This design comes from an exercise in tuning for small area on the open sky130 flow, not from production work.
Function was checked by simulation only, so behaviour that the tests miss may differ from the original.
Power figures rest on the tool's default switching activity, not on a simulated workload.

===== standard.sh =====
#!/bin/bash
# synth_recipe.tcl (not shown) runs the flow's synth.tcl, then flattens the netlist and writes it again
# the make line also repeats each setting of config.mk as NAME=value (left out here)
make -C /OpenROAD-flow-scripts/flow DESIGN_CONFIG=/design/flow/config.mk WORK_HOME=/design/flow/orfs CLKGATE_MAP_FILE= SYNTH_SCRIPT=/design/flow/synth_recipe.tcl "${@:-finish}"

===== flow/run.sh =====
#!/bin/bash
# The standard layout (standard.sh: the ORFS flow and synthesis, unchanged), with two
# changes to how the layout is built:
#  - ports are buffered with the smallest buffer (sky130_fd_sc_hd__buf_1) instead of the
#    default pick, which is a 10 um2 delay buffer; every port still gets its buffer;
#  - clock tree synthesis uses small clock buffers and no dummy loads.
set -euo pipefail
export BUFFER_PORTS_ARGS="-buffer_cell sky130_fd_sc_hd__buf_1"
export CTS_ARGS="-sink_clustering_enable -repair_clock_nets -dont_use_dummy_load -buf_list {sky130_fd_sc_hd__clkbuf_2 sky130_fd_sc_hd__clkbuf_4} -root_buf sky130_fd_sc_hd__clkbuf_4 -sink_clustering_size 20"
bash standard.sh > standard.log 2>&1

===== constraint.sdc =====
create_clock -name core_clock -period 20.0 [get_ports {clk}]
set_input_delay 4.0000 -clock core_clock [delete_from_list [all_inputs] [get_ports {clk}]]
set_output_delay 4.0000 -clock core_clock [all_outputs]
set_load 0.01 [all_outputs]

===== design.v =====
module parking_system_top(clk, reset, car_enter, car_exit, car_sel, car1_state, car2_state, car3_state, full_flag, empty_flag, led_timer_1, led_timer_2, led_timer_3, led_cost_1, led_cost_2, led_cost_3);
  input clk;
  wire clk;
  input reset;
  wire reset;
  input car_enter;
  wire car_enter;
  input car_exit;
  wire car_exit;
  input [2:0] car_sel;
  wire [2:0] car_sel;
  output car1_state;
  wire car1_state;
  output car2_state;
  wire car2_state;
  output car3_state;
  wire car3_state;
  output full_flag;
  wire full_flag;
  output empty_flag;
  wire empty_flag;
  output [6:0] led_timer_1;
  wire [6:0] led_timer_1;
  output [6:0] led_timer_2;
  wire [6:0] led_timer_2;
  output [6:0] led_timer_3;
  wire [6:0] led_timer_3;
  output [6:0] led_cost_1;
  wire [6:0] led_cost_1;
  output [6:0] led_cost_2;
  wire [6:0] led_cost_2;
  output [6:0] led_cost_3;
  wire [6:0] led_cost_3;
  reg car_ctrl_car1_state ;
  reg car_ctrl_car2_state ;
  reg car_ctrl_car3_state ;
  wire car_ctrl_car_enter ;
  wire car_ctrl_car_exit ;
  wire [2:0] car_ctrl_car_sel ;
  wire car_ctrl_clk ;
  wire [3:0] car_ctrl_du ;
  wire [3:0] car_ctrl_eh ;
  wire [3:0] car_ctrl_et ;
  wire [3:0] car_ctrl_eu ;
  wire car_ctrl_in1 ;
  wire car_ctrl_in2 ;
  wire car_ctrl_in3 ;
  wire car_ctrl_mem_clk ;
  reg [11:0] car_ctrl_mem_r1 ;
  reg [11:0] car_ctrl_mem_r2 ;
  reg [11:0] car_ctrl_mem_r3 ;
  wire [11:0] car_ctrl_mem_wdata ;
  wire [2:0] car_ctrl_mem_we ;
  reg [2:0] car_ctrl_ptr ;
  wire [11:0] car_ctrl_r1 ;
  wire [11:0] car_ctrl_r2 ;
  wire [11:0] car_ctrl_r3 ;
  wire car_ctrl_reset ;
  wire [3:0] car_ctrl_sub_h_a ;
  wire [3:0] car_ctrl_sub_t_a ;
  wire [3:0] car_ctrl_sub_u_a ;
  wire car_ctrl_sub_u_bi ;
  wire [4:0] car_ctrl_sub_u_br ;
  wire [3:0] car_ctrl_sub_u_d ;
  wire [3:0] car_ctrl_sub_u_x ;
  wire [11:0] car_ctrl_timer_bcd ;
  wire [11:0] car_ctrl_wdata ;
  wire clk_div_inst_clk ;
  wire clk_div_inst_fb ;
  reg clk_div_inst_ph ;
  reg [4:0] clk_div_inst_q ;
  wire clk_div_inst_reset ;
  wire cost_display1_off14 ;
  wire [6:0] cost_display1_seg ;
  wire cost_display2_off14 ;
  wire [6:0] cost_display2_seg ;
  wire cost_display3_off14 ;
  wire [6:0] cost_display3_seg ;
  wire flag_ctrl_car1_state ;
  wire flag_ctrl_car2_state ;
  wire flag_ctrl_car3_state ;
  wire flag_ctrl_clk ;
  reg flag_ctrl_empty_flag ;
  reg flag_ctrl_full_flag ;
  wire flag_ctrl_reset ;
  wire n_0;
  wire n_1;
  wire n_10;
  wire n_100;
  wire n_101;
  wire n_102;
  wire n_103;
  wire n_104;
  wire n_105;
  wire n_106;
  wire n_107;
  wire n_108;
  wire n_109;
  wire n_11;
  wire n_110;
  wire n_111;
  wire n_112;
  wire n_113;
  wire n_114;
  wire n_115;
  wire n_116;
  wire n_117;
  wire n_118;
  wire n_119;
  wire n_12;
  wire n_120;
  wire n_121;
  wire n_122;
  wire n_123;
  wire n_124;
  wire n_125;
  wire n_126;
  wire n_127;
  wire n_128;
  wire n_129;
  wire n_13;
  wire n_130;
  wire n_131;
  wire n_132;
  wire n_133;
  wire n_134;
  wire n_135;
  wire n_136;
  wire n_137;
  wire n_138;
  wire n_139;
  wire n_14;
  wire n_140;
  wire n_141;
  wire n_142;
  wire n_143;
  wire n_144;
  wire n_145;
  wire n_146;
  wire n_147;
  wire n_148;
  wire n_149;
  wire n_15;
  wire n_150;
  wire n_151;
  wire n_152;
  wire n_153;
  wire n_154;
  wire n_155;
  wire n_156;
  wire n_157;
  wire n_158;
  wire n_159;
  wire n_16;
  wire n_160;
  wire n_161;
  wire n_162;
  wire n_163;
  wire n_164;
  wire n_165;
  wire n_166;
  wire n_167;
  wire n_168;
  wire n_169;
  wire n_17;
  wire n_170;
  wire n_171;
  wire n_172;
  wire n_173;
  wire n_174;
  wire n_175;
  wire n_176;
  wire n_177;
  wire n_178;
  wire n_179;
  wire n_18;
  wire n_180;
  wire n_181;
  wire n_182;
  wire n_183;
  wire n_184;
  wire n_185;
  wire n_186;
  wire n_187;
  wire n_188;
  wire n_189;
  wire n_19;
  wire n_190;
  wire n_191;
  wire n_192;
  wire n_193;
  wire n_194;
  wire n_195;
  wire n_196;
  wire n_197;
  wire n_198;
  wire n_199;
  wire n_2;
  wire n_20;
  wire n_200;
  wire n_201;
  wire n_202;
  wire n_203;
  wire n_204;
  wire n_205;
  wire n_206;
  wire n_207;
  wire n_208;
  wire n_209;
  wire n_21;
  wire n_210;
  wire n_211;
  wire n_212;
  wire n_213;
  wire n_214;
  wire n_215;
  wire n_216;
  wire n_217;
  wire n_218;
  wire n_219;
  wire n_22;
  wire n_220;
  wire n_221;
  wire n_222;
  wire n_223;
  wire n_224;
  wire n_225;
  wire n_226;
  wire n_227;
  wire n_228;
  wire n_229;
  wire n_23;
  wire n_230;
  wire n_231;
  wire n_232;
  wire n_233;
  wire n_234;
  wire n_235;
  wire n_236;
  wire n_237;
  wire n_238;
  wire n_239;
  wire n_24;
  wire n_240;
  wire n_241;
  wire n_242;
  wire n_243;
  wire n_244;
  wire n_245;
  wire n_246;
  wire n_247;
  wire n_248;
  wire n_249;
  wire n_25;
  wire n_250;
  wire n_251;
  wire n_252;
  wire n_253;
  wire n_254;
  wire n_255;
  wire n_256;
  wire n_257;
  wire n_258;
  wire n_259;
  wire n_26;
  wire n_260;
  wire n_261;
  wire n_262;
  wire n_263;
  wire n_264;
  wire n_265;
  wire n_266;
  wire n_267;
  wire n_268;
  wire n_269;
  wire n_27;
  wire n_270;
  wire n_271;
  wire n_272;
  wire n_273;
  wire n_274;
  wire n_275;
  wire n_276;
  wire n_277;
  wire n_278;
  wire n_279;
  wire n_28;
  wire n_280;
  wire n_29;
  wire n_3;
  wire n_30;
  wire n_31;
  wire n_32;
  wire n_33;
  wire n_34;
  wire n_35;
  wire n_36;
  wire n_37;
  wire n_38;
  wire n_39;
  wire n_4;
  wire n_40;
  wire n_41;
  wire n_42;
  wire n_43;
  wire n_44;
  wire n_45;
  wire n_46;
  wire n_47;
  wire n_48;
  wire n_49;
  wire n_5;
  wire n_50;
  wire n_51;
  wire n_52;
  wire n_53;
  wire n_54;
  wire n_55;
  wire n_56;
  wire n_57;
  wire n_58;
  wire n_59;
  wire n_6;
  wire n_60;
  wire n_61;
  wire n_62;
  wire n_63;
  wire n_64;
  wire n_65;
  wire n_66;
  wire n_67;
  wire n_68;
  wire n_69;
  wire n_7;
  wire n_70;
  wire n_71;
  wire n_72;
  wire n_73;
  wire n_74;
  wire n_75;
  wire n_76;
  wire n_77;
  wire n_78;
  wire n_79;
  wire n_8;
  wire n_80;
  wire n_81;
  wire n_82;
  wire n_83;
  wire n_84;
  wire n_85;
  wire n_86;
  wire n_87;
  wire n_88;
  wire n_89;
  wire n_9;
  wire n_90;
  wire n_91;
  wire n_92;
  wire n_93;
  wire n_94;
  wire n_95;
  wire n_96;
  wire n_97;
  wire n_98;
  wire n_99;
  wire [11:0] timer_bcd;
  wire [3:0] timer_display1_d ;
  wire timer_display1_off14 ;
  wire [6:0] timer_display1_seg ;
  wire [3:0] timer_display2_d ;
  wire timer_display2_off14 ;
  wire [6:0] timer_display2_seg ;
  wire [3:0] timer_display3_d ;
  wire timer_display3_off14 ;
  wire [6:0] timer_display3_seg ;
  wire timer_inst_clk ;
  reg [3:0] timer_inst_hun ;
  reg [3:0] timer_inst_one ;
  wire timer_inst_reset ;
  reg [3:0] timer_inst_ten ;
  assign n_116 = ~timer_inst_hun [0];
  assign n_115 = car_sel[1] & ~(car_sel[0]);
  assign n_114 = n_115 & ~(car_sel[2]);
  assign n_113 = car_exit & ~(car_enter);
  assign n_112 = car_ctrl_car2_state  & n_113;
  assign n_196 = n_114 & n_112;
  assign n_111 = ~(car_ctrl_mem_r2 [11] & n_196);
  assign n_110 = ~(car_sel[1] | car_sel[0]);
  assign n_109 = car_sel[2] & n_110;
  assign n_108 = car_ctrl_car3_state  & n_113;
  assign n_144 = n_109 & n_108;
  assign n_107 = car_sel[0] & ~(car_sel[1]);
  assign n_106 = n_107 & ~(car_sel[2]);
  assign n_105 = car_ctrl_car1_state  & n_113;
  assign n_195 = n_106 & n_105;
  assign n_104 = ~((car_ctrl_mem_r3 [11] & n_144) | (n_195 & car_ctrl_mem_r1 [11]));
  assign n_103 = n_111 & n_104;
  assign n_102 = ~(timer_inst_hun [3] | n_103);
  assign n_101 = ~(car_ctrl_mem_r2 [10] & n_196);
  assign n_100 = ~((car_ctrl_mem_r3 [10] & n_144) | (n_195 & car_ctrl_mem_r1 [10]));
  assign n_99 = n_101 & n_100;
  assign n_98 = timer_inst_hun [2] | n_99;
  assign n_97 = ~(car_ctrl_mem_r3 [9] & n_144);
  assign n_96 = ~((car_ctrl_mem_r2 [9] & n_196) | (n_195 & car_ctrl_mem_r1 [9]));
  assign n_95 = n_97 & n_96;
  assign n_94 = ~(timer_inst_hun [1] | n_95);
  assign n_93 = ~(car_ctrl_mem_r2 [8] & n_196);
  assign n_92 = ~((car_ctrl_mem_r3 [8] & n_144) | (n_195 & car_ctrl_mem_r1 [8]));
  assign n_91 = n_93 & n_92;
  assign n_90 = timer_inst_hun [0] | n_91;
  assign n_89 = ~(car_ctrl_mem_r3 [7] & n_144);
  assign n_88 = ~((car_ctrl_mem_r2 [7] & n_196) | (n_195 & car_ctrl_mem_r1 [7]));
  assign n_87 = n_89 & n_88;
  assign n_86 = ~(timer_inst_ten [3] | n_87);
  assign n_85 = ~(car_ctrl_mem_r2 [6] & n_196);
  assign n_84 = ~((car_ctrl_mem_r3 [6] & n_144) | (n_195 & car_ctrl_mem_r1 [6]));
  assign n_83 = n_85 & n_84;
  assign n_82 = timer_inst_ten [2] | n_83;
  assign n_81 = ~(car_ctrl_mem_r3 [5] & n_144);
  assign n_80 = ~((car_ctrl_mem_r2 [5] & n_196) | (n_195 & car_ctrl_mem_r1 [5]));
  assign n_79 = n_81 & n_80;
  assign n_78 = ~(timer_inst_ten [1] | n_79);
  assign n_77 = ~(car_ctrl_mem_r3 [4] & n_144);
  assign n_76 = ~((car_ctrl_mem_r2 [4] & n_196) | (n_195 & car_ctrl_mem_r1 [4]));
  assign n_75 = n_77 & n_76;
  assign n_74 = timer_inst_ten [0] | n_75;
  assign n_73 = ~(car_ctrl_mem_r2 [3] & n_196);
  assign n_72 = ~((car_ctrl_mem_r3 [3] & n_144) | (n_195 & car_ctrl_mem_r1 [3]));
  assign n_71 = n_73 & n_72;
  assign n_70 = ~(timer_inst_one [3] | n_71);
  assign n_69 = ~(car_ctrl_mem_r3 [2] & n_144);
  assign n_68 = ~((car_ctrl_mem_r2 [2] & n_196) | (n_195 & car_ctrl_mem_r1 [2]));
  assign n_67 = n_69 & n_68;
  assign n_66 = timer_inst_one [2] | n_67;
  assign n_65 = ~(car_ctrl_mem_r2 [1] & n_196);
  assign n_64 = ~((car_ctrl_mem_r3 [1] & n_144) | (n_195 & car_ctrl_mem_r1 [1]));
  assign n_63 = n_65 & n_64;
  assign n_62 = ~(timer_inst_one [1] | n_63);
  assign n_61 = ~(car_ctrl_mem_r2 [0] & n_196);
  assign n_60 = ~((car_ctrl_mem_r3 [0] & n_144) | (n_195 & car_ctrl_mem_r1 [0]));
  assign n_59 = n_61 & n_60;
  assign n_58 = ~(timer_inst_one [0] | n_59);
  assign n_57 = ~(timer_inst_one [1] & n_63);
  assign n_56 = n_62 | ~(n_57);
  assign n_55 = ~((n_58 & n_57) | n_62);
  assign n_54 = ~(timer_inst_one [2] ^ n_67);
  assign n_53 = ~((n_55 | n_54) & n_66);
  assign n_52 = timer_inst_one [3] ^ n_71;
  assign n_51 = ~((n_53 & n_52) | n_70);
  assign n_50 = ~(timer_inst_ten [0] ^ n_75);
  assign n_49 = ~((n_51 | n_50) & n_74);
  assign n_48 = ~(timer_inst_ten [1] & n_79);
  assign n_47 = n_78 | ~(n_48);
  assign n_46 = ~((n_49 & n_48) | n_78);
  assign n_45 = ~(timer_inst_ten [2] ^ n_83);
  assign n_44 = ~((n_46 | n_45) & n_82);
  assign n_43 = ~(timer_inst_ten [3] & n_87);
  assign n_42 = n_86 | ~(n_43);
  assign n_41 = ~((n_44 & n_43) | n_86);
  assign n_40 = ~(timer_inst_hun [0] ^ n_91);
  assign n_39 = ~((n_41 | n_40) & n_90);
  assign n_38 = ~(timer_inst_hun [1] & n_95);
  assign n_37 = n_94 | ~(n_38);
  assign n_36 = ~((n_39 & n_38) | n_94);
  assign n_35 = ~(timer_inst_hun [2] ^ n_99);
  assign n_34 = ~((n_36 | n_35) & n_98);
  assign n_33 = ~(timer_inst_hun [3] ^ n_103);
  assign n_32 = ~n_33;
  assign n_31 = ~((n_34 & n_32) | n_102);
  assign n_30 = ~n_31;
  assign n_29 = ~(n_55 ^ n_54);
  assign n_28 = n_58 ^ n_56;
  assign n_27 = n_51 | ~(n_28);
  assign n_26 = ~((n_29 & n_28) | n_51);
  assign n_25 = ~(n_29 ^ n_27);
  assign n_24 = ~(n_53 ^ n_52);
  assign n_23 = ~(n_26 ^ n_24);
  assign n_22 = n_31 | n_23;
  assign n_21 = n_31 | ~(n_25);
  assign n_20 = ~(n_31 ^ n_25);
  assign car_ctrl_eu [2] = n_22 & n_20;
  assign n_19 = n_51 ^ n_28;
  assign n_18 = ~n_19;
  assign n_17 = ~(n_21 & n_18);
  assign car_ctrl_eu [1] = ~(n_22 & n_17);
  assign n_16 = n_51 ^ n_50;
  assign n_15 = ~((n_21 | n_19) & n_22);
  assign n_14 = n_16 | ~(n_15);
  assign n_13 = ~(n_44 ^ n_42);
  assign n_12 = ~(n_49 ^ n_47);
  assign n_11 = n_46 ^ n_45;
  assign n_10 = ~(n_12 | n_11);
  assign n_9 = ~(n_41 | n_10);
  assign n_8 = ~(n_13 ^ n_9);
  assign n_7 = ~n_8;
  assign n_6 = n_14 | n_8;
  assign n_5 = ~(n_41 | n_12);
  assign n_4 = ~(n_11 ^ n_5);
  assign n_3 = ~(n_41 ^ n_12);
  assign n_2 = n_11 & ~(n_3);
  assign n_1 = n_4 & n_3;
  assign n_0 = ~((n_14 & n_1) | n_2);
  assign n_280 = ~((n_6 | n_4) & n_0);
  assign car_ctrl_et [2] = n_30 ? n_280 : n_4;
  assign n_279 = n_8 | ~(n_3);
  assign n_278 = ~(n_14 & n_279);
  assign n_277 = ~((n_6 | n_2) & n_278);
  assign n_276 = n_30 ? n_277 : n_3;
  assign car_ctrl_et [1] = ~n_276;
  assign car_ctrl_et [0] = ~(n_16 ^ n_15);
  assign n_275 = n_36 ^ n_35;
  assign n_274 = ~(n_39 ^ n_37);
  assign n_273 = ~(n_31 | n_274);
  assign n_272 = ~(n_11 | n_3);
  assign n_271 = n_14 | ~(n_272);
  assign n_270 = ~((n_7 & n_271) | n_31);
  assign n_269 = n_41 ^ n_40;
  assign n_268 = n_270 & ~(n_269);
  assign n_267 = n_273 | n_268;
  assign car_ctrl_eh [2] = ~(n_275 ^ n_267);
  assign n_266 = ~(n_31 ^ n_274);
  assign n_265 = ~(n_34 ^ n_33);
  assign n_264 = ~(n_275 | n_274);
  assign n_263 = ~(n_31 | n_264);
  assign n_262 = ~(n_265 ^ n_263);
  assign n_261 = ~n_262;
  assign n_260 = ~(n_268 & n_261);
  assign n_259 = n_266 | n_260;
  assign car_ctrl_eh [1] = n_266 ^ n_260;
  assign car_ctrl_eh [0] = ~(n_270 ^ n_269);
  assign n_258 = clk_div_inst_q [4] & ~(clk_div_inst_q [3]);
  assign n_257 = ~(clk_div_inst_q [1] | clk_div_inst_q [0]);
  assign n_256 = ~(n_258 & n_257);
  assign n_255 = ~(clk_div_inst_ph  | n_256);
  assign n_254 = timer_inst_one [0] & n_255;
  assign n_253 = ~(timer_inst_one [1] & timer_inst_one [0]);
  assign n_252 = ~(timer_inst_one [1] & n_254);
  assign n_251 = timer_inst_one [2] & ~(n_253);
  assign n_194 = ~(timer_inst_one [2] ^ n_252);
  assign n_250 = timer_inst_one [3] | ~(n_254);
  assign n_193 = ~(timer_inst_one [1] ^ n_250);
  assign n_192 = timer_inst_one [0] ^ n_255;
  assign n_249 = timer_inst_one [3] & n_254;
  assign n_248 = ~(timer_inst_one [3] & n_254);
  assign n_247 = timer_inst_ten [0] & n_249;
  assign n_246 = ~(timer_inst_ten [0] & n_249);
  assign n_245 = timer_inst_ten [2] | ~(timer_inst_ten [1]);
  assign n_244 = ~(timer_inst_ten [1] & timer_inst_ten [0]);
  assign n_243 = timer_inst_ten [2] & n_244;
  assign n_242 = ~((n_248 | n_244) & timer_inst_ten [2]);
  assign n_191 = ~((n_246 | n_245) & n_242);
  assign n_241 = n_247 & ~(timer_inst_ten [3]);
  assign n_240 = timer_inst_ten [1] & n_241;
  assign n_190 = timer_inst_ten [1] ^ n_241;
  assign n_189 = ~(timer_inst_ten [0] ^ n_248);
  assign n_239 = ~(timer_inst_ten [3] & n_247);
  assign n_238 = n_116 | n_239;
  assign n_237 = timer_inst_hun [2] | ~(timer_inst_hun [1]);
  assign n_236 = ~(timer_inst_hun [1] & timer_inst_hun [0]);
  assign n_235 = timer_inst_hun [2] & n_236;
  assign n_234 = ~((n_239 | n_236) & timer_inst_hun [2]);
  assign n_188 = ~((n_238 | n_237) & n_234);
  assign n_233 = ~(timer_inst_hun [3] | n_238);
  assign n_232 = timer_inst_hun [1] & n_233;
  assign n_187 = timer_inst_hun [1] ^ n_233;
  assign n_186 = ~(timer_inst_hun [0] ^ n_239);
  assign n_231 = ~(car_ctrl_mem_r1 [9] & car_ctrl_ptr [0]);
  assign n_230 = ~((car_ctrl_mem_r2 [9] & car_ctrl_ptr [1]) | (car_ctrl_ptr [2] & car_ctrl_mem_r3 [9]));
  assign n_229 = n_231 & n_230;
  assign n_228 = ~(car_ctrl_mem_r1 [8] & car_ctrl_ptr [0]);
  assign n_227 = ~((car_ctrl_mem_r2 [8] & car_ctrl_ptr [1]) | (car_ctrl_ptr [2] & car_ctrl_mem_r3 [8]));
  assign n_226 = n_228 & n_227;
  assign n_225 = n_229 | n_226;
  assign n_224 = ~(car_ctrl_mem_r2 [10] & car_ctrl_ptr [1]);
  assign n_223 = ~((car_ctrl_mem_r1 [10] & car_ctrl_ptr [0]) | (car_ctrl_ptr [2] & car_ctrl_mem_r3 [10]));
  assign n_222 = n_224 & n_223;
  assign n_221 = ~(car_ctrl_mem_r2 [11] & car_ctrl_ptr [1]);
  assign n_220 = ~((car_ctrl_mem_r1 [11] & car_ctrl_ptr [0]) | (car_ctrl_ptr [2] & car_ctrl_mem_r3 [11]));
  assign n_219 = n_221 & n_220;
  assign n_218 = n_222 & n_219;
  assign n_217 = n_225 & ~(n_218);
  assign n_216 = n_222 & ~(n_229);
  assign led_cost_1[6] = ~(n_217 | n_216);
  assign n_215 = timer_inst_ten [2] & ~(timer_inst_ten [1]);
  assign led_timer_2[4] = timer_inst_ten [0] | n_215;
  assign n_214 = timer_inst_ten [3] | timer_inst_ten [2];
  assign n_213 = ~(timer_inst_ten [1] | n_214);
  assign timer_display2_off14  = timer_inst_ten [0] ? n_213 : n_215;
  assign n_212 = timer_inst_ten [1] | timer_inst_ten [0];
  assign led_timer_2[1] = n_243 & n_212;
  assign led_timer_2[2] = ~(timer_inst_ten [0] | n_245);
  assign n_211 = timer_inst_ten [2] & ~(n_244);
  assign led_timer_2[3] = timer_display2_off14  | n_211;
  assign n_210 = ~(n_244 & n_214);
  assign led_timer_2[5] = n_212 & n_210;
  assign led_timer_2[6] = n_245 & n_210;
  assign n_209 = timer_inst_one [2] & ~(timer_inst_one [1]);
  assign led_timer_3[4] = timer_inst_one [0] | n_209;
  assign n_208 = timer_inst_one [2] | timer_inst_one [3];
  assign n_207 = ~(timer_inst_one [1] | n_208);
  assign timer_display1_off14  = timer_inst_one [0] ? n_207 : n_209;
  assign n_206 = ~(timer_inst_one [1] | timer_inst_one [0]);
  assign n_205 = timer_inst_one [2] & n_253;
  assign led_timer_3[1] = n_205 & ~(n_206);
  assign n_204 = timer_inst_one [1] & ~(timer_inst_one [2]);
  assign led_timer_3[2] = n_204 & ~(timer_inst_one [0]);
  assign led_timer_3[3] = n_251 | timer_display1_off14 ;
  assign n_203 = ~(car_ctrl_mem_r1 [4] & car_ctrl_ptr [0]);
  assign n_202 = ~((car_ctrl_mem_r2 [4] & car_ctrl_ptr [1]) | (car_ctrl_ptr [2] & car_ctrl_mem_r3 [4]));
  assign n_201 = n_203 & n_202;
  assign n_200 = ~(car_ctrl_mem_r1 [5] & car_ctrl_ptr [0]);
  assign n_199 = ~((car_ctrl_mem_r2 [5] & car_ctrl_ptr [1]) | (car_ctrl_ptr [2] & car_ctrl_mem_r3 [5]));
  assign n_198 = n_200 & n_199;
  assign n_197 = ~(car_ctrl_mem_r1 [6] & car_ctrl_ptr [0]);
  assign n_185 = ~((car_ctrl_mem_r2 [6] & car_ctrl_ptr [1]) | (car_ctrl_ptr [2] & car_ctrl_mem_r3 [6]));
  assign n_184 = n_197 & n_185;
  assign n_183 = ~(car_ctrl_mem_r1 [7] & car_ctrl_ptr [0]);
  assign n_182 = ~((car_ctrl_mem_r2 [7] & car_ctrl_ptr [1]) | (car_ctrl_ptr [2] & car_ctrl_mem_r3 [7]));
  assign n_181 = n_183 & n_182;
  assign n_180 = n_184 & n_181;
  assign n_179 = ~(n_198 & n_180);
  assign n_178 = n_184 | ~(n_198);
  assign n_177 = n_201 & ~(n_198);
  assign led_cost_2[4] = ~(n_201 & n_178);
  assign n_176 = n_201 ? n_178 : n_179;
  assign cost_display2_off14  = ~n_176;
  assign led_timer_3[5] = ~((n_253 & n_208) | n_206);
  assign n_175 = timer_inst_hun [2] & ~(timer_inst_hun [1]);
  assign led_timer_1[4] = timer_inst_hun [0] | n_175;
  assign n_174 = timer_inst_hun [3] | timer_inst_hun [2];
  assign n_173 = ~(timer_inst_hun [1] | n_174);
  assign timer_display3_off14  = timer_inst_hun [0] ? n_173 : n_175;
  assign n_172 = ~(n_201 & n_198);
  assign n_171 = n_201 | n_198;
  assign n_170 = n_172 & n_171;
  assign led_cost_2[1] = n_170 & ~(n_184);
  assign led_timer_3[6] = n_251 | n_207;
  assign n_169 = car_ctrl_car1_state  & car_ctrl_car2_state ;
  assign n_167 = car_ctrl_car3_state  & n_169;
  assign n_168 = ~(car_ctrl_car1_state  | car_ctrl_car2_state );
  assign n_166 = n_168 & ~(car_ctrl_car3_state );
  assign car_ctrl_eu [3] = ~((n_30 | n_23) & (n_21 | n_18));
  assign led_cost_2[2] = n_184 & n_177;
  assign n_165 = n_184 | n_171;
  assign led_cost_2[3] = ~(n_176 & n_165);
  assign n_164 = n_229 ^ n_226;
  assign led_cost_1[1] = n_164 & ~(n_222);
  assign n_163 = timer_inst_hun [1] | timer_inst_hun [0];
  assign led_timer_1[1] = n_235 & n_163;
  assign n_162 = ~(n_180 & n_172);
  assign led_cost_2[5] = ~(n_171 & n_162);
  assign n_161 = n_14 ? n_272 : n_1;
  assign car_ctrl_et [3] = n_30 ? n_161 : n_8;
  assign car_ctrl_eh [3] = ~((n_268 | n_261) & (n_259 | n_275));
  assign car_ctrl_in1  = car_enter & n_106;
  assign car_ctrl_in2  = car_enter & n_114;
  assign car_ctrl_in3  = car_enter & n_109;
  assign car_ctrl_mem_we [2] = n_144 | car_ctrl_in3 ;
  assign car_ctrl_mem_we [0] = n_195 | car_ctrl_in1 ;
  assign car_ctrl_mem_we [1] = n_196 | car_ctrl_in2 ;
  assign n_160 = n_222 | ~(n_229);
  assign led_cost_1[4] = ~(n_226 & n_160);
  assign n_159 = ~((n_229 & n_218) | n_226);
  assign cost_display3_off14  = led_cost_1[4] & ~(n_159);
  assign n_158 = ~(n_236 & n_174);
  assign led_timer_1[6] = n_237 & n_158;
  assign led_cost_1[5] = ~((n_229 & n_226) | n_217);
  assign led_cost_1[2] = n_226 & n_216;
  assign led_cost_2[6] = ~(n_179 & n_165);
  assign led_timer_1[2] = n_116 & ~(n_237);
  assign car_ctrl_eu [0] = ~(timer_inst_one [0] ^ n_59);
  assign n_157 = ~(n_225 | n_222);
  assign led_cost_1[3] = cost_display3_off14  | n_157;
  assign n_156 = ~(car_ctrl_mem_r1 [0] & car_ctrl_ptr [0]);
  assign n_117 = ~((car_ctrl_mem_r2 [0] & car_ctrl_ptr [1]) | (car_ctrl_ptr [2] & car_ctrl_mem_r3 [0]));
  assign n_118 = n_156 & n_117;
  assign n_119 = ~(car_ctrl_mem_r1 [1] & car_ctrl_ptr [0]);
  assign n_120 = ~((car_ctrl_mem_r2 [1] & car_ctrl_ptr [1]) | (car_ctrl_ptr [2] & car_ctrl_mem_r3 [1]));
  assign n_121 = n_119 & n_120;
  assign n_123 = ~(car_ctrl_mem_r1 [2] & car_ctrl_ptr [0]);
  assign n_125 = ~((car_ctrl_mem_r2 [2] & car_ctrl_ptr [1]) | (car_ctrl_ptr [2] & car_ctrl_mem_r3 [2]));
  assign n_128 = n_123 & n_125;
  assign n_129 = ~(car_ctrl_mem_r1 [3] & car_ctrl_ptr [0]);
  assign n_131 = ~((car_ctrl_mem_r2 [3] & car_ctrl_ptr [1]) | (car_ctrl_ptr [2] & car_ctrl_mem_r3 [3]));
  assign n_132 = n_129 & n_131;
  assign n_133 = n_128 & n_132;
  assign n_134 = ~(n_121 & n_133);
  assign n_135 = n_128 | ~(n_121);
  assign n_136 = n_118 & ~(n_121);
  assign led_cost_3[4] = ~(n_118 & n_135);
  assign n_137 = n_118 ? n_135 : n_134;
  assign cost_display1_off14  = ~n_137;
  assign n_138 = ~(n_118 & n_121);
  assign n_139 = n_118 | n_121;
  assign n_140 = n_128 | ~(n_139);
  assign led_cost_3[1] = n_138 & ~(n_140);
  assign led_cost_3[2] = n_128 & n_136;
  assign n_141 = n_128 | n_139;
  assign led_cost_3[3] = ~(n_137 & n_141);
  assign n_142 = n_114 | ~(car_exit);
  assign n_143 = n_106 | n_142;
  assign n_145 = ~(car_enter | n_195);
  assign n_146 = ~(n_196 | n_144);
  assign n_147 = n_145 & n_146;
  assign n_130 = ~((n_109 | n_143) & n_147);
  assign n_148 = timer_inst_hun [2] & ~(n_236);
  assign led_timer_1[3] = timer_display3_off14  | n_148;
  assign n_149 = ~((n_255 & n_251) | timer_inst_one [3]);
  assign n_127 = n_248 & ~(n_149);
  assign n_150 = ~((timer_inst_ten [3] & n_246) | (n_240 & timer_inst_ten [2]));
  assign n_126 = ~n_150;
  assign n_151 = ~(n_133 & n_138);
  assign led_cost_3[5] = ~(n_139 & n_151);
  assign n_152 = ~((timer_inst_hun [3] & n_238) | (n_232 & timer_inst_hun [2]));
  assign n_124 = ~n_152;
  assign n_153 = clk_div_inst_q [0] | ~(clk_div_inst_q [3]);
  assign n_154 = ~(clk_div_inst_q [0] & clk_div_inst_q [2]);
  assign n_155 = clk_div_inst_q [2] & ~(clk_div_inst_q [4]);
  assign clk_div_inst_fb  = ~((clk_div_inst_q [4] & n_154) | (n_155 & n_153));
  assign n_122 = ~(clk_div_inst_ph  ^ n_256);
  assign led_timer_1[5] = n_163 & n_158;
  assign led_cost_3[6] = ~(n_134 & n_141);
  always @(posedge clk, posedge reset)
    if (reset) car_ctrl_ptr [0] <= 1'h0;
    else if (n_130) car_ctrl_ptr [0] <= n_195;
  always @(posedge clk, posedge reset)
    if (reset) car_ctrl_ptr [1] <= 1'h0;
    else if (n_130) car_ctrl_ptr [1] <= n_196;
  always @(posedge clk, posedge reset)
    if (reset) car_ctrl_ptr [2] <= 1'h0;
    else if (n_130) car_ctrl_ptr [2] <= n_144;
  always @(posedge clk, posedge reset)
    if (reset) car_ctrl_car1_state  <= 1'h0;
    else if (car_ctrl_mem_we [0]) car_ctrl_car1_state  <= car_ctrl_in1 ;
  always @(posedge clk, posedge reset)
    if (reset) car_ctrl_car3_state  <= 1'h0;
    else if (car_ctrl_mem_we [2]) car_ctrl_car3_state  <= car_ctrl_in3 ;
  always @(posedge clk, posedge reset)
    if (reset) car_ctrl_car2_state  <= 1'h0;
    else if (car_ctrl_mem_we [1]) car_ctrl_car2_state  <= car_ctrl_in2 ;
  always @(posedge clk)
    if (car_ctrl_mem_we [2]) car_ctrl_mem_r3 [0] <= car_ctrl_eu [0];
  always @(posedge clk)
    if (car_ctrl_mem_we [2]) car_ctrl_mem_r3 [1] <= car_ctrl_eu [1];
  always @(posedge clk)
    if (car_ctrl_mem_we [2]) car_ctrl_mem_r3 [2] <= car_ctrl_eu [2];
  always @(posedge clk)
    if (car_ctrl_mem_we [2]) car_ctrl_mem_r3 [3] <= car_ctrl_eu [3];
  always @(posedge clk)
    if (car_ctrl_mem_we [2]) car_ctrl_mem_r3 [4] <= car_ctrl_et [0];
  always @(posedge clk)
    if (car_ctrl_mem_we [2]) car_ctrl_mem_r3 [5] <= car_ctrl_et [1];
  always @(posedge clk)
    if (car_ctrl_mem_we [2]) car_ctrl_mem_r3 [6] <= car_ctrl_et [2];
  always @(posedge clk)
    if (car_ctrl_mem_we [2]) car_ctrl_mem_r3 [7] <= car_ctrl_et [3];
  always @(posedge clk)
    if (car_ctrl_mem_we [2]) car_ctrl_mem_r3 [8] <= car_ctrl_eh [0];
  always @(posedge clk)
    if (car_ctrl_mem_we [2]) car_ctrl_mem_r3 [9] <= car_ctrl_eh [1];
  always @(posedge clk)
    if (car_ctrl_mem_we [2]) car_ctrl_mem_r3 [10] <= car_ctrl_eh [2];
  always @(posedge clk)
    if (car_ctrl_mem_we [2]) car_ctrl_mem_r3 [11] <= car_ctrl_eh [3];
  always @(posedge clk)
    if (car_ctrl_mem_we [1]) car_ctrl_mem_r2 [0] <= car_ctrl_eu [0];
  always @(posedge clk)
    if (car_ctrl_mem_we [1]) car_ctrl_mem_r2 [1] <= car_ctrl_eu [1];
  always @(posedge clk)
    if (car_ctrl_mem_we [1]) car_ctrl_mem_r2 [2] <= car_ctrl_eu [2];
  always @(posedge clk)
    if (car_ctrl_mem_we [1]) car_ctrl_mem_r2 [3] <= car_ctrl_eu [3];
  always @(posedge clk)
    if (car_ctrl_mem_we [1]) car_ctrl_mem_r2 [4] <= car_ctrl_et [0];
  always @(posedge clk)
    if (car_ctrl_mem_we [1]) car_ctrl_mem_r2 [5] <= car_ctrl_et [1];
  always @(posedge clk)
    if (car_ctrl_mem_we [1]) car_ctrl_mem_r2 [6] <= car_ctrl_et [2];
  always @(posedge clk)
    if (car_ctrl_mem_we [1]) car_ctrl_mem_r2 [7] <= car_ctrl_et [3];
  always @(posedge clk)
    if (car_ctrl_mem_we [1]) car_ctrl_mem_r2 [8] <= car_ctrl_eh [0];
  always @(posedge clk)
    if (car_ctrl_mem_we [1]) car_ctrl_mem_r2 [9] <= car_ctrl_eh [1];
  always @(posedge clk)
    if (car_ctrl_mem_we [1]) car_ctrl_mem_r2 [10] <= car_ctrl_eh [2];
  always @(posedge clk)
    if (car_ctrl_mem_we [1]) car_ctrl_mem_r2 [11] <= car_ctrl_eh [3];
  always @(posedge clk)
    if (car_ctrl_mem_we [0]) car_ctrl_mem_r1 [0] <= car_ctrl_eu [0];
  always @(posedge clk)
    if (car_ctrl_mem_we [0]) car_ctrl_mem_r1 [1] <= car_ctrl_eu [1];
  always @(posedge clk)
    if (car_ctrl_mem_we [0]) car_ctrl_mem_r1 [2] <= car_ctrl_eu [2];
  always @(posedge clk)
    if (car_ctrl_mem_we [0]) car_ctrl_mem_r1 [3] <= car_ctrl_eu [3];
  always @(posedge clk)
    if (car_ctrl_mem_we [0]) car_ctrl_mem_r1 [4] <= car_ctrl_et [0];
  always @(posedge clk)
    if (car_ctrl_mem_we [0]) car_ctrl_mem_r1 [5] <= car_ctrl_et [1];
  always @(posedge clk)
    if (car_ctrl_mem_we [0]) car_ctrl_mem_r1 [6] <= car_ctrl_et [2];
  always @(posedge clk)
    if (car_ctrl_mem_we [0]) car_ctrl_mem_r1 [7] <= car_ctrl_et [3];
  always @(posedge clk)
    if (car_ctrl_mem_we [0]) car_ctrl_mem_r1 [8] <= car_ctrl_eh [0];
  always @(posedge clk)
    if (car_ctrl_mem_we [0]) car_ctrl_mem_r1 [9] <= car_ctrl_eh [1];
  always @(posedge clk)
    if (car_ctrl_mem_we [0]) car_ctrl_mem_r1 [10] <= car_ctrl_eh [2];
  always @(posedge clk)
    if (car_ctrl_mem_we [0]) car_ctrl_mem_r1 [11] <= car_ctrl_eh [3];
  always @(posedge clk, posedge reset)
    if (reset) clk_div_inst_q [0] <= 1'h0;
    else clk_div_inst_q [0] <= clk_div_inst_fb ;
  always @(posedge clk, posedge reset)
    if (reset) clk_div_inst_q [1] <= 1'h0;
    else clk_div_inst_q [1] <= clk_div_inst_q [0];
  always @(posedge clk, posedge reset)
    if (reset) clk_div_inst_q [2] <= 1'h0;
    else clk_div_inst_q [2] <= clk_div_inst_q [1];
  always @(posedge clk, posedge reset)
    if (reset) clk_div_inst_q [3] <= 1'h0;
    else clk_div_inst_q [3] <= clk_div_inst_q [2];
  always @(posedge clk, posedge reset)
    if (reset) clk_div_inst_q [4] <= 1'h0;
    else clk_div_inst_q [4] <= clk_div_inst_q [3];
  always @(posedge clk, posedge reset)
    if (reset) clk_div_inst_ph  <= 1'h0;
    else clk_div_inst_ph  <= n_122;
  always @(posedge clk, posedge reset)
    if (reset) timer_inst_one [0] <= 1'h0;
    else timer_inst_one [0] <= n_192;
  always @(posedge clk, posedge reset)
    if (reset) timer_inst_one [1] <= 1'h0;
    else timer_inst_one [1] <= n_193;
  always @(posedge clk, posedge reset)
    if (reset) timer_inst_one [2] <= 1'h0;
    else timer_inst_one [2] <= n_194;
  always @(posedge clk, posedge reset)
    if (reset) timer_inst_one [3] <= 1'h0;
    else timer_inst_one [3] <= n_127;
  always @(posedge clk, posedge reset)
    if (reset) timer_inst_hun [0] <= 1'h0;
    else timer_inst_hun [0] <= n_186;
  always @(posedge clk, posedge reset)
    if (reset) timer_inst_hun [1] <= 1'h0;
    else timer_inst_hun [1] <= n_187;
  always @(posedge clk, posedge reset)
    if (reset) timer_inst_hun [2] <= 1'h0;
    else timer_inst_hun [2] <= n_188;
  always @(posedge clk, posedge reset)
    if (reset) timer_inst_hun [3] <= 1'h0;
    else timer_inst_hun [3] <= n_124;
  always @(posedge clk, posedge reset)
    if (reset) timer_inst_ten [0] <= 1'h0;
    else timer_inst_ten [0] <= n_189;
  always @(posedge clk, posedge reset)
    if (reset) timer_inst_ten [1] <= 1'h0;
    else timer_inst_ten [1] <= n_190;
  always @(posedge clk, posedge reset)
    if (reset) timer_inst_ten [2] <= 1'h0;
    else timer_inst_ten [2] <= n_191;
  always @(posedge clk, posedge reset)
    if (reset) timer_inst_ten [3] <= 1'h0;
    else timer_inst_ten [3] <= n_126;
  always @(posedge clk, posedge reset)
    if (reset) flag_ctrl_full_flag  <= 1'h0;
    else flag_ctrl_full_flag  <= n_167;
  always @(posedge clk, posedge reset)
    if (reset) flag_ctrl_empty_flag  <= 1'h1;
    else flag_ctrl_empty_flag  <= n_166;
  assign flag_ctrl_car3_state  = car_ctrl_car3_state ;
  assign flag_ctrl_car2_state  = car_ctrl_car2_state ;
  assign flag_ctrl_car1_state  = car_ctrl_car1_state ;
  assign flag_ctrl_reset  = reset;
  assign flag_ctrl_clk  = clk;
  assign car_ctrl_clk  = clk;
  assign car_ctrl_reset  = reset;
  assign car_ctrl_car_enter  = car_enter;
  assign car_ctrl_car_exit  = car_exit;
  assign car_ctrl_car_sel  = car_sel;
  assign car_ctrl_timer_bcd  = { timer_inst_hun , timer_inst_ten , timer_inst_one  };
  assign timer_display3_d  = timer_inst_hun ;
  assign timer_display3_seg  = { led_timer_1[6:1], timer_display3_off14  };
  assign cost_display1_seg  = { led_cost_3[6:1], cost_display1_off14  };
  assign car_ctrl_r1  = car_ctrl_mem_r1 ;
  assign car_ctrl_r2  = car_ctrl_mem_r2 ;
  assign car_ctrl_r3  = car_ctrl_mem_r3 ;
  assign car_ctrl_sub_u_x [0] = car_ctrl_eu [0];
  assign car_ctrl_sub_u_br [0] = 1'h0;
  assign car_ctrl_sub_u_d  = { car_ctrl_du [3:1], car_ctrl_eu [0] };
  assign car_ctrl_sub_u_bi  = 1'h0;
  assign car_ctrl_sub_u_a  = timer_inst_one ;
  assign car_ctrl_sub_t_a  = timer_inst_ten ;
  assign timer_display1_seg  = { led_timer_3[6:1], timer_display1_off14  };
  assign timer_display1_d  = timer_inst_one ;
  assign car_ctrl_du [0] = car_ctrl_eu [0];
  assign car_ctrl_sub_h_a  = timer_inst_hun ;
  assign cost_display2_seg  = { led_cost_2[6:1], cost_display2_off14  };
  assign car_ctrl_mem_wdata  = { car_ctrl_eh , car_ctrl_et , car_ctrl_eu  };
  assign car_ctrl_mem_clk  = clk;
  assign timer_inst_clk  = clk;
  assign timer_inst_reset  = reset;
  assign timer_display2_d  = timer_inst_ten ;
  assign timer_display2_seg  = { led_timer_2[6:1], timer_display2_off14  };
  assign car_ctrl_wdata  = { car_ctrl_eh , car_ctrl_et , car_ctrl_eu  };
  assign clk_div_inst_clk  = clk;
  assign clk_div_inst_reset  = reset;
  assign cost_display3_seg  = { led_cost_1[6:1], cost_display3_off14  };
  assign timer_bcd = { timer_inst_hun , timer_inst_ten , timer_inst_one  };
  assign led_cost_3[0] = cost_display1_off14 ;
  assign led_cost_2[0] = cost_display2_off14 ;
  assign led_cost_1[0] = cost_display3_off14 ;
  assign led_timer_3[0] = timer_display1_off14 ;
  assign led_timer_2[0] = timer_display2_off14 ;
  assign led_timer_1[0] = timer_display3_off14 ;
  assign empty_flag = flag_ctrl_empty_flag ;
  assign full_flag = flag_ctrl_full_flag ;
  assign car3_state = car_ctrl_car3_state ;
  assign car2_state = car_ctrl_car2_state ;
  assign car1_state = car_ctrl_car1_state ;
endmodule

===== config.mk =====
export PLATFORM = sky130hd
export DESIGN_NAME = parking_system_top
export DESIGN_NICKNAME = parking_system_top
export VERILOG_FILES = /design/flow/design.v
export SDC_FILE = /design/flow/constraint.sdc
export NUM_CORES = 4
export LEC_CHECK = 0
export CAP_MARGIN = 20
export CORE_MARGIN = 2
export CORE_UTILIZATION = 70
export SLEW_MARGIN = 20

==> reports/metrics.cfg, run 1 <==
[status]
status = finished clean

[die]
ios = 54
die_area_mm2 = 0.005928
fp.dieH_um = 77.00
start_util = 0.7257
rows = 26
core_mm2 = 0.005140
die_w_um = 77.00

[job]
cap_violations = 0

[synthesis]
synth_edf_count = 36
synth_top_area_share = 0.2898
ys_warn_count = 1
synth_nets = 384
ys_types = 50
ys_ff_latch = 62
synth-seq-area-share = 0.4646
syn_avg_cell_area_um2 = 10.75
async_reset_ff_frac = 0.4194
synth_area_leaders = edfxtp_1, dfrtp_1, ha_1
syn_area_mm2 = 0.003730
yosysTopAreaCell = edfxtp_1
synth_cells = 347
synth-main-ff-cell = edfxtp_1

[grt]
grtUsageTotal = 0.2578
first_global_vias = 2519
grt_pass1_wl_um = 11630
grt-ovfl-total = 0
grt_max_degree = 27
antenna_found_initial = 0

[clock_tree]
cts_buffers = 9
root_buffer = clkbuf_4
cts_tree = built
worst_setup_hold_path_clk_slew_ps = 90
holdBufCountCts = 0
clock_path_buffers = 2
post_cts_resized = 0
htreeDepth = 3
clock_latency_ps = 400
cts_num_sinks = 62
cts_setup_buffers = 0

[route]
routed_wl_um = 6999
drtIter0Drc = 433
drc_errors = 0
num_vias = 2746
drt_pass1_iterations = 6
antenna_left = 0
routedWlPerCell_um = 15.38
viasPerCell = 6.035

[power]
finalPower_w = 0.0002506
switching_share = 0.2714
clkPwrFrac = 0.232
p_seq_frac = 0.596
power_leakage_nw = 1.749
internal-power_w = 0.0001826
power_density_mw_per_mm2 = 63.51
p_switching_w = 0.00006800
comb_power_share = 0.171
max-vdd-ir-drop_mv = 0.04538

[timing]
maxSlewViolCount = 0
worst_slack_ps = 8240
fmax_mhz = 85.04
period_minus_slack_ps = 11760
min_period_over_period = 0.5880
final_hold_viol_count = 0
worstMarginPinSlew_ps = 857.2
rsz0062_at_grt = no
max_slew_margin = 0.4286
setup_viol = 0
finClkSkew_ps = 34.82
tns_ps = 0

[place]
hpwl_um = 4977
port_buffers = 53
place_congestion = 0.8013
pre_cts_ws_ps = 7879

[critical_path]
worst_ep_required_time_ps = 20080
worst_setup_path_end_kind = register
critPathKind = primary input to register
critical_path.max_fanout = 14
startpoint = car_sel[2]
startpoint_type = primary input
worstPathArrival_ps = 11840
r2r-start = car_ctrl_car3_state$_DFFE_PP0P_

[layout]
drive_gt1_frac = 0.04416
final_net_count = 424
syn_to_final_growth_pct = 5.770
antenna_cells = 0

[min_path]
holdCritStartpoint = clk_div_inst_q[1]$_DFF_PP0_
hold_path_class = register to register

worst max-delay path, cell delays in order:
cell,delay [ps]
buf_1,130
nor3b_1,520
and3_1,590
a222oi_1,200
inv_1,100
ha_1,140
inv_1,50
fa_1,440
fa_1,430
fa_1,420
inv_1,110
fa_1,170
inv_1,50
fa_1,440
fa_1,440
fa_1,450
inv_1,110
fa_1,210
fa_1,170
inv_1,50
fa_1,420
fa_1,580
inv_1,200
ha_1,220
a21o_1,130
ha_1,250
inv_1,110
o311ai_0,680
path summary, 6_finish.rpt:
kind / cells past startpoint / slack [ps] / endpoint
max: 28 / 8240 / car_ctrl_mem_r3[5]$_DFFE_PP_
min: 0 / 400 / clk_div_inst_q[2]$_DFF_PP0_
max reg2reg: 26 / 12150 / car_ctrl_mem_r3[5]$_DFFE_PP_
min reg2reg: 0 / 400 / clk_div_inst_q[2]$_DFF_PP0_
max in group asynchronous: 2 / 15960 / timer_inst_ten[1]$_DFF_PP0_
min in group asynchronous: 2 / 3630 / timer_inst_hun[2]$_DFF_PP0_
final cells by class:
class | instances | area [um2]
flip-flops and latches | 62 | 1733
fillers | 377 | 1195
repair buffers | 54 | 203.9
clock buffers | 9 | 67.56
multi-input cells | 224 | 1718
well taps | 70 | 87.58
inverters | 36 | 135.1
metrics by stage:
| step | cells | utilization | area, um2 | hold slack, ps |
|---|---|---|---|---|
| floorplan | 347 | - | 3730 | 354.8 |
| finish | 455 | 0.7675 | 3945 | 402.5 |
| CTS | 454 | 0.7666 | 3940 | 408.5 |
| global route | 455 | 0.7675 | 3945 | 420.5 |
| global placement | 445 | 0.7534 | 3872 | 370.8 |
| detailed placement | 445 | 0.7534 | 3872 | 363.7 |
state kept, by name, summed over array words and instances, names as in the netlist:
name	flops
car_ctrl_car1_state	1
car_ctrl_car2_state	1
car_ctrl_car3_state	1
car_ctrl_mem_r1	12
car_ctrl_mem_r2	12
car_ctrl_mem_r3	12
car_ctrl_ptr	3
clk_div_inst_ph	1
clk_div_inst_q	5
flag_ctrl_empty_flag	1
flag_ctrl_full_flag	1
timer_inst_hun	4
timer_inst_one	4
timer_inst_ten	4
Yosys cell counts (2+ instances only):
master     instances
a21o_1             7
a21oi_1           15
a222oi_1          20
a22o_1             4
a22oi_1            4
a31o_2             2
and2_1             8
and3_1             6
buf_2              4
buf_4              8
buf_6              2
clkbuf_1          11
dfrtp_1           25
edfxtp_1          36
fa_1              11
ha_1              19
inv_1             36
mux2i_1            5
nand2_1           30
nand2b_1           5
nand3_1            6
nand3b_1           2
nor2_1            13
nor2b_1            7
nor3_1             6
nor3b_1            3
o21ai_0           14
o21bai_1           2
o22ai_1            2
o2bb2ai_1          2
xnor2_1            8
xor2_1             6
placed cells by master (no fill, tap or decap), drive strengths merged, types with 3 or more instances in the layout:
| master | n |
|---|---|
| nor3 | 6 |
| a22oi | 4 |
| ha | 19 |
| nand2b | 5 |
| edfxtp | 36 |
| and3 | 6 |
| clkbuf | 10 |
| and2 | 8 |
| nand3 | 6 |
| inv | 36 |
| nor2b | 7 |
| buf | 53 |
| nand2 | 31 |
| xor2 | 6 |
| a222oi | 20 |
| a21o | 7 |
| mux2i | 5 |
| nor2 | 13 |
| a22o | 4 |
| xnor2 | 8 |
| a21oi | 15 |
| fa | 11 |
| nor3b | 3 |
| o21ai | 14 |
| dfrtp | 25 |
power groups by stage:
stage | combinational [W] | clock [W] | sequential [W]
floorplan | 0.0000313 | 0 | 0.000152
global placement | 0.0000412 | 0 | 0.000152
detailed placement | 0.0000423 | 0 | 0.000152
CTS | 0.0000426 | 0.0000597 | 0.000149
global route | 0.0000487 | 0.0000672 | 0.000150
finish | 0.0000430 | 0.0000582 | 0.000149
cell families (layout without fill, tap and decap cells):
logic type / Yosys count / after routing / share of synthesized area
compound gates: 81 / 81 / 0.1624
xor+xnor: 14 / 14 / 0.03288
fa+ha+maj: 31 / 31 / 0.1255
buf+inv: 61 / 99 / 0.07481
flops: 62 / 62 / 0.4646
mux: 5 / 5 / 0.01342
simple gates: 93 / 93 / 0.1265
layer usage:
metal	vias up	global-route usage	share of wire	wire (um)
met5	-	0	0	0
met4	0	0.07857	0.012	85
met3	8	0.07882	0.065	453
met2	103	0.4079	0.48	3372
met1	1312	0.3469	0.44	3088
li1	1323	-	-	-
==> run 2, diff against run 1 <==
--- a/config.mk
+++ b/config.mk
@@ -7,5 +7,5 @@
 export LEC_CHECK = 0
 export CAP_MARGIN = 20
 export CORE_MARGIN = 2
-export CORE_UTILIZATION = 70
+export CORE_UTILIZATION = 40
 export SLEW_MARGIN = 20
==> run 2 against run 1 <==
Effect of this change: worst setup slack gained 29 ps; non-clock buffer count shrank 1; register-to-register slack lost 50 ps; clock power grew 3.6%; core utilization shrank 33 points; largest cell class unchanged; routed wire length grew 7.2%; area after synthesis is the same; still clean on timing, DRC and antenna; count of clock-buffer cells in the layout is the same; synthesized cell count is the same.
==> reports/metrics.cfg, run 2 <==
[status]
status = finished clean

[critical_path]
startpoint_type = primary input
slowest_stage = and3_1
critPathKind = primary input to register
worstPathArrival_ps = 11920  ; +80 ps
crit_top_cell = fa_1
worst_setup_path_end_kind = register
worst_ep_required_time_ps = 20190  ; +110 ps
r2r_setup_slack_ps = 12100  ; -50 ps
max_stage_delay_ps = 600  ; -80 ps
critical_path.max_fanout = 14  ; unchanged

[layout]
antenna_cells = 0  ; unchanged
n_fill_cell = 865  ; +130%
layout_common_cells = buf_1, edfxtp_1, inv_1
top_regs = car_ctrl_mem_r1: 12 flops, car_ctrl_mem_r2: 12 flops, car_ctrl_mem_r3: 12 flops
final_net_count = 423  ; -0.24%
final_cells = 495  ; +8.8%
drive_gt1_frac = 0.04167  ; -0.002489
syn_to_final_growth_pct = 7.011
final_common_cell = buf_1

[timing]
max_slew_margin = 0.2984  ; -0.1302
finClkSkew_ps = 32.43  ; -2.394 ps
period_minus_slack_ps = 11730  ; -29.21 ps
fmax_mhz = 85.25  ; +0.25%
setup_viol = 0  ; unchanged
maxSlewViolCount = 0  ; unchanged
worstMarginPinSlew_ps = 1052  ; +195.3 ps
rsz0062_at_grt = no
min_period_over_period = 0.5865  ; -0.001461
tns_ps = 0  ; unchanged
worst_slack_ps = 8269  ; +29.21 ps
final_hold_viol_count = 0  ; unchanged

[route]
viasPerCell = 5.457  ; -9.6%
routedWlPerCell_um = 15.16  ; -1.4%
wl_met2_um = 3310  ; -1.8%
m1WireLength_um = 3669  ; +19%
dr_wl_met3_um = 437  ; -3.5%
num_vias = 2701  ; -1.6%
drc_errors = 0  ; unchanged
highest_layer = met4
drtIter0Drc = 232  ; -46%
routed_wl_um = 7506  ; +7.2%
antenna_left = 0  ; unchanged
drt_pass1_iterations = 5  ; -1

[grt]
grt_pass1_wl_um = 12120  ; +4.2%
first_global_vias = 2466  ; -2.1%
antenna_found_initial = 0  ; unchanged
grt-ovfl-total = 0  ; unchanged
grtUsageTotal = 0.1555  ; -0.1023
grt_max_degree = 27  ; unchanged

[clock_tree]
htreeDepth = 3  ; unchanged
clock_path_buffers = 2  ; unchanged
clock_latency_ps = 420  ; +20 ps
cts_tree = built
cts_buffers = 9  ; unchanged
holdBufCountCts = 0  ; unchanged
cts_num_sinks = 62  ; unchanged
post_cts_resized = 0  ; unchanged
cts_setup_buffers = 0  ; unchanged
worst_setup_hold_path_clk_slew_ps = 80  ; about the same
root_buffer = clkbuf_4

[synthesis]
synth_cells = 347  ; unchanged
synth_top_area_share = 0.2898  ; unchanged
ys_types = 50  ; unchanged
syn_area_mm2 = 0.003730  ; unchanged
yosysTopAreaCell = edfxtp_1
synth_area_leaders = edfxtp_1, dfrtp_1, ha_1
synth-seq-area-share = 0.4646  ; unchanged
syn_avg_cell_area_um2 = 10.75  ; unchanged
synth_edf_count = 36  ; unchanged
ys_top_cells_by_count = edfxtp_1, inv_1, nand2_1
ys_warn_count = 1  ; unchanged
async_reset_ff_frac = 0.4194  ; unchanged
synth_nets = 384  ; unchanged
synth-main-ff-cell = edfxtp_1
ys_ff_latch = 62  ; unchanged

[place]
placed_cells = 486  ; +9.2%
pre_cts_ws_ps = 7805  ; -74.18 ps
port_buffers = 53  ; unchanged
place_congestion = 0.8046  ; +0.41%
hpwl_um = 5435  ; +9.2%

[die]
rows = 35  ; +35%
fp.dieH_um = 100.6  ; +31%
die_w_um = 100.6  ; +31%
start_util = 0.4075  ; -0.3181
core_mm2 = 0.009153  ; +78%
ios = 54  ; unchanged
die_area_mm2 = 0.01011  ; +71%

[power]
power_leakage_nw = 1.745  ; -0.21%
max-vdd-ir-drop_mv = 0.02432  ; -46%
power_density_mw_per_mm2 = 63.33  ; -0.30%
finalPower_w = 0.0002528  ; +0.87%

[job]
cap_violations = 0  ; unchanged

[min_path]
hold_path_class = register to register

## run 2: cell counts after synthesis
No cell type changed its count.
## run 2: stage by stage
| stage | util | hold WS [ps] | area, um2 |
|---|---|---|---|
| after floorplan | - | 354.8 | 3730 |
| after global placement | 0.4287 | 364.0 | 3924 |
| after detailed placement | 0.4287 | 375.5 | 3924 |
| after CTS | 0.4361 | 399.7 | 3991 |
| after global routing | 0.4361 | 405.1 | 3991 |
| final | 0.4361 | 395.4 | 3991 |
## run 2: cell type report
class	instances	area, um2	share of cell area
Sequential cell	62	1733	0.4342
Multi-Input combinational cell	224	1718	0.4304
Timing Repair Buffer	53	198.9	0.04984
Tap cell	111	138.9	0.03480
Inverter	36	135.1	0.03386
Clock buffer	9	67.56	0.01693
## run 2: where the power goes
part / internal (W) / switching, W / leakage [nW] / total (W)
registers: 0.000146 / 0.00000383 / 0.667 / 0.000149
clock network: 0.0000209 / 0.0000394 / 0.0414 / 0.0000603
logic: 0.0000160 / 0.0000270 / 1.04 / 0.0000430
## run 2: logic make-up (layout without fill, tap and decap cells)
group,count (synthesis),in the layout,share of synthesized area
flip-flops,62,62,0.4646
adder cells (fa/ha/maj),31,31,0.1255
AO/OA/AOI/OAI,81,81,0.1624
buffers and inverters,61,98,0.07481
XOR/XNOR,14,14,0.03288
AND/OR/NAND/NOR,93,93,0.1265
multiplexers,5,5,0.01342
## run 2: final timing paths
kind / start / to / cells past startpoint
max: car_sel[2] / car_ctrl_mem_r3[11]$_DFFE_PP_ / 33
min: clk_div_inst_q[1]$_DFF_PP0_ / clk_div_inst_q[2]$_DFF_PP0_ / 0
max reg2reg: car_ctrl_car2_state$_DFFE_PP0P_ / car_ctrl_mem_r3[11]$_DFFE_PP_ / 31
min reg2reg: clk_div_inst_q[1]$_DFF_PP0_ / clk_div_inst_q[2]$_DFF_PP0_ / 0
max in group asynchronous: reset / timer_inst_hun[1]$_DFF_PP0_ / 2
min in group asynchronous: reset / timer_inst_one[2]$_DFF_PP0_ / 2
## run 2: critical path: cells and delay by family
kind | cells | cell delay (ps)
AO/OA/AOI/OAI | 4 | 600
adder cells (fa/ha/maj) | 16 | 5060
buffers and inverters | 8 | 820
AND/OR/NAND/NOR | 5 | 1390
## run 2: routing by layer
metal	track usage	vias up
met3	0.02913	8
met2	0.2334	94
met4	0.06006	0
li1	-	1321
met5	0	-
met1	0.2234	1278
==> run 3, diff against run 2 <==
==> flow/run.sh (replaced) <==
#!/bin/bash
# The standard layout (standard.sh: the ORFS flow and its standard synthesis), with three
# changes to how the layout is built:
#  - after the standard synthesis, its combinational logic is re-mapped for area by Yosys/ABC
#    (flow/reopt.tcl: amap); the registers are kept exactly as the standard synthesis made
#    them (same cells, same names); the rest of the flow then runs on that netlist;
#  - ports are buffered with the smallest buffer (sky130_fd_sc_hd__buf_1) instead of the
#    default pick, a 10 um2 delay buffer; every port still gets its buffer;
#  - clock tree synthesis uses small clock buffers and no dummy loads.
set -euo pipefail
export BUFFER_PORTS_ARGS="-buffer_cell sky130_fd_sc_hd__buf_1"
export CTS_ARGS="-sink_clustering_enable -repair_clock_nets -dont_use_dummy_load -buf_list {sky130_fd_sc_hd__clkbuf_2 sky130_fd_sc_hd__clkbuf_4} -root_buf sky130_fd_sc_hd__clkbuf_4 -sink_clustering_size 20"
bash standard.sh synth > synth.log 2>&1
res=orfs/results/$FLOW_PLATFORM/parking_system_top/base
cp "$res/1_2_yosys.v" standard_synth.v
export REOPT_LIB=$FLOW_HOME/platforms/$FLOW_PLATFORM/lib/sky130_fd_sc_hd__tt_025C_1v80.lib
export REOPT_IN=$PWD/standard_synth.v
export REOPT_OUT=$PWD/reopt_synth.v
yosys -c flow/reopt.tcl > reopt.log 2>&1
cp reopt_synth.v "$res/1_2_yosys.v"
bash standard.sh > standard.log 2>&1
==> flow/reopt.tcl (new file) <==
# Re-map the combinational logic of the standard synthesis for area (yosys -c).
# The registers are kept as they are: same cells, same instance names.
yosys -import
set lib $::env(REOPT_LIB)
read_liberty -ignore_miss_func $lib
read_verilog $::env(REOPT_IN)
hierarchy -top $::env(FLOW_TOP)
tee -o $::env(REOPT_IN).stat stat -liberty $lib $::env(FLOW_TOP)
# registers stay cells; every other cell is replaced by its logic function
setattr -mod -set keep_hierarchy 1 sky130_fd_sc_hd__df* sky130_fd_sc_hd__edf*
flatten
select $::env(FLOW_TOP)
opt_clean
abc -liberty $lib -dont_use sky130_fd_sc_hd__probe_p_8 -dont_use sky130_fd_sc_hd__probec_p_8 -dont_use sky130_fd_sc_hd__lpflow_bleeder_1 -dont_use sky130_fd_sc_hd__lpflow_clkbufkapwr_1 -dont_use sky130_fd_sc_hd__lpflow_clkbufkapwr_16 -dont_use sky130_fd_sc_hd__lpflow_clkbufkapwr_2 -dont_use sky130_fd_sc_hd__lpflow_clkbufkapwr_4 -dont_use sky130_fd_sc_hd__lpflow_clkbufkapwr_8 -dont_use sky130_fd_sc_hd__lpflow_clkinvkapwr_1 -dont_use sky130_fd_sc_hd__lpflow_clkinvkapwr_16 -dont_use sky130_fd_sc_hd__lpflow_clkinvkapwr_2 -dont_use sky130_fd_sc_hd__lpflow_clkinvkapwr_4 -dont_use sky130_fd_sc_hd__lpflow_clkinvkapwr_8 -dont_use sky130_fd_sc_hd__lpflow_decapkapwr_12 -dont_use sky130_fd_sc_hd__lpflow_decapkapwr_3 -dont_use sky130_fd_sc_hd__lpflow_decapkapwr_4 -dont_use sky130_fd_sc_hd__lpflow_decapkapwr_6 -dont_use sky130_fd_sc_hd__lpflow_decapkapwr_8 -dont_use sky130_fd_sc_hd__lpflow_inputiso0n_1 -dont_use sky130_fd_sc_hd__lpflow_inputiso0p_1 -dont_use sky130_fd_sc_hd__lpflow_inputiso1n_1 -dont_use sky130_fd_sc_hd__lpflow_inputiso1p_1 -dont_use sky130_fd_sc_hd__lpflow_inputisolatch_1 -dont_use sky130_fd_sc_hd__lpflow_isobufsrc_1 -dont_use sky130_fd_sc_hd__lpflow_isobufsrc_16 -dont_use sky130_fd_sc_hd__lpflow_isobufsrc_2 -dont_use sky130_fd_sc_hd__lpflow_isobufsrc_4 -dont_use sky130_fd_sc_hd__lpflow_isobufsrc_8 -dont_use sky130_fd_sc_hd__lpflow_isobufsrckapwr_16 -dont_use sky130_fd_sc_hd__lpflow_lsbuf_lh_hl_isowell_tap_1 -dont_use sky130_fd_sc_hd__lpflow_lsbuf_lh_hl_isowell_tap_2 -dont_use sky130_fd_sc_hd__lpflow_lsbuf_lh_hl_isowell_tap_4 -dont_use sky130_fd_sc_hd__lpflow_lsbuf_lh_isowell_4 -dont_use sky130_fd_sc_hd__lpflow_lsbuf_lh_isowell_tap_1 -dont_use sky130_fd_sc_hd__lpflow_lsbuf_lh_isowell_tap_2 -dont_use sky130_fd_sc_hd__lpflow_lsbuf_lh_isowell_tap_4  -script {+strash;dch;amap;topo}
opt_clean -purge
hilomap -singleton -hicell sky130_fd_sc_hd__conb_1 HI -locell sky130_fd_sc_hd__conb_1 LO
insbuf -buf sky130_fd_sc_hd__buf_1 A X
opt_clean -purge
tee -o $::env(REOPT_OUT).stat stat -liberty $lib $::env(FLOW_TOP)
write_verilog -noattr -nohex -nodec -selected $::env(REOPT_OUT)
==> run 3 against run 2 <==
Effect of this change: core utilization rose by 3.2 points; sequential share of layout area is 1.4 points higher; sequential cell count unchanged; via count up 16%; cell area decreased by 3.2%; hold slack got worse by 7.2 ps; power fell by 3.4%; highest routed layer unchanged.
==> reports/metrics.cfg, run 3 <==
[grt]
grtUsageTotal = 0.1784  ; +0.02297
grt_max_degree = 27  ; unchanged
antenna_found_initial = 0  ; unchanged
grt-ovfl-total = 0  ; unchanged

[layout]
multi_input_area_mm2 = 0.001488  ; -13%
syn_to_final_growth_pct = 12.95
top_regs = car_ctrl_mem_r1: 12 flops, car_ctrl_mem_r2: 12 flops, car_ctrl_mem_r3: 12 flops
regArea_mm2 = 0.001733  ; unchanged
final_common_cell = nor2_1
final_net_count = 468  ; +11%
drive_gt1_frac = 0.03704  ; -0.004630

[critical_path]
worst_ep_required_time_ps = 20130  ; -60 ps
crit_top_cell = nor2_1
max_stage_delay_ps = 330  ; -270 ps
crit_family = simple AND/OR/NAND/NOR gates
critical_path.max_fanout = 13  ; -1
r2r-start = car_ctrl_car3_state$_DFFE_PP0P_

[power]
internal-power_w = 0.0001770  ; -3.0%
p_seq_frac = 0.601  ; +0.010
comb_power_share = 0.160  ; -0.010
max-vdd-ir-drop_mv = 0.02586  ; +6.3%
power_density_mw_per_mm2 = 63.22  ; -0.16%
switching_share = 0.2751  ; -0.002998

[clock_tree]
cts_buffers = 9  ; unchanged
htreeDepth = 3  ; unchanged
cts_num_sinks = 62  ; unchanged
worst_setup_hold_path_clk_slew_ps = 90  ; about the same
cts_tree = built
cts_setup_buffers = 0  ; unchanged
root_buffer = clkbuf_4

[route]
drtIter0Drc = 171  ; -26%
drt_pass1_iterations = 5  ; unchanged
viasPerCell = 5.560  ; +1.9%
routed_wl_um = 7616  ; +1.5%

[die]
start_util = 0.4141  ; +0.006572
die_w_um = 96.46  ; -4.1%

[min_path]
hold_path_class = register to register

[synthesis]
syn_avg_cell_area_um2 = 8.746  ; -19%
ys_warn_count = 1  ; unchanged
syn_area_mm2 = 0.003420  ; -8.3%

[timing]
finClkSkew_ps = 27.14  ; -5.294 ps
rsz0062_at_grt = no
max_slew_margin = 0.4239  ; +0.1255
fmax_mhz = 92.74  ; +8.8%
setup_viol = 0  ; unchanged

[place]
port_buffers = 53  ; unchanged
placed_cells = 555  ; +14%

[job]
cap_violations = 0  ; unchanged

[status]
status = finished clean

[run 3: changes by cell type in the layout (fill, tap and decap cells not counted), moves of 6 or more]
cell      before  now
a21oi_1       15   33
and2_1         8    0
buf_4          0    6
clkinv_1       0   52
fa_1          11    0
ha_1          19    0
inv_1         35    0
nor2_1        13   80
nor3_1         6   14
o21ai_0       14   33
o22ai_1        2   13
xnor2_1        8    0
[run 3: layout make-up]
cell class | count | share of cell area
tap | 105 | 0.03401
timing repair buffer | 59 | 0.06317
sequential | 62 | 0.4487
clock buffer | 9 | 0.01749
inverter | 53 | 0.05151
multi-input combinational | 276 | 0.3852
[run 3: final timing paths]
kind / end / slack [ps] / cells after the start
worst max-delay path: car_ctrl_mem_r1[9]$_DFFE_PP_ / 9220 / 46
worst min-delay path: clk_div_inst_q[2]$_DFF_PP0_ / 390 / 0
worst max register to register: car_ctrl_mem_r1[9]$_DFFE_PP_ / 12830 / 43
worst min register to register: clk_div_inst_q[2]$_DFF_PP0_ / 390 / 0
max in group asynchronous: timer_inst_one[1]$_DFF_PP0_ / 15970 / 2
min in group asynchronous: car_ctrl_car1_state$_DFFE_PP0P_ / 3630 / 2
[run 3: layer usage]
metal	global-route usage	wire length [um]	vias up
li1	-	-	1600
met1	0.2384	3639	1461
met2	0.2894	3561	68
met3	0.03336	343	7
met4	0.06690	72	0
met5	0	0	-
[run 3: worst reg2reg max path, delay by kind of cell, from the launching register on]
family                 cells  cell delay [ps]
AND/OR/NAND/NOR           19             2630
AO/OA/AOI/OAI             15             2530
buffers and inverters      9             1330
flip-flops                 1              430
[run 3: stage by stage]
stage	hold WS, ps	utilization	cell area, um2	power [W]
finish	388.1	0.4677	3862	0.0002442
global route	410.0	0.4677	3862	0.0002584
CTS	390.1	0.4677	3862	0.0002465
detailed placement	370.8	0.4595	3795	0.0001887
global placement	367.0	0.4595	3795	0.0001880
floorplan	354.0	-	3420	0.0001770
[run 3: power groups by stage]
stage | logic (W) | registers, W | clock network (W)
6_report | 0.0000390 | 0.000147 | 0.0000584
5_1_grt | 0.0000449 | 0.000147 | 0.0000660
4_1_cts | 0.0000393 | 0.000147 | 0.0000605
3_5_place_dp | 0.0000391 | 0.000150 | 0
3_3_place_gp | 0.0000386 | 0.000149 | 0
2_1_floorplan | 0.0000273 | 0.000150 | 0

Check on run 3: ideal ports give 9.217 ns setup slack; a clkbuf_16 on the clock port and buf_2 on the inputs give 9.216 ns; moving port delays by the midpoint clock arrival (0.413 ns) as well gives 8.803 ns.
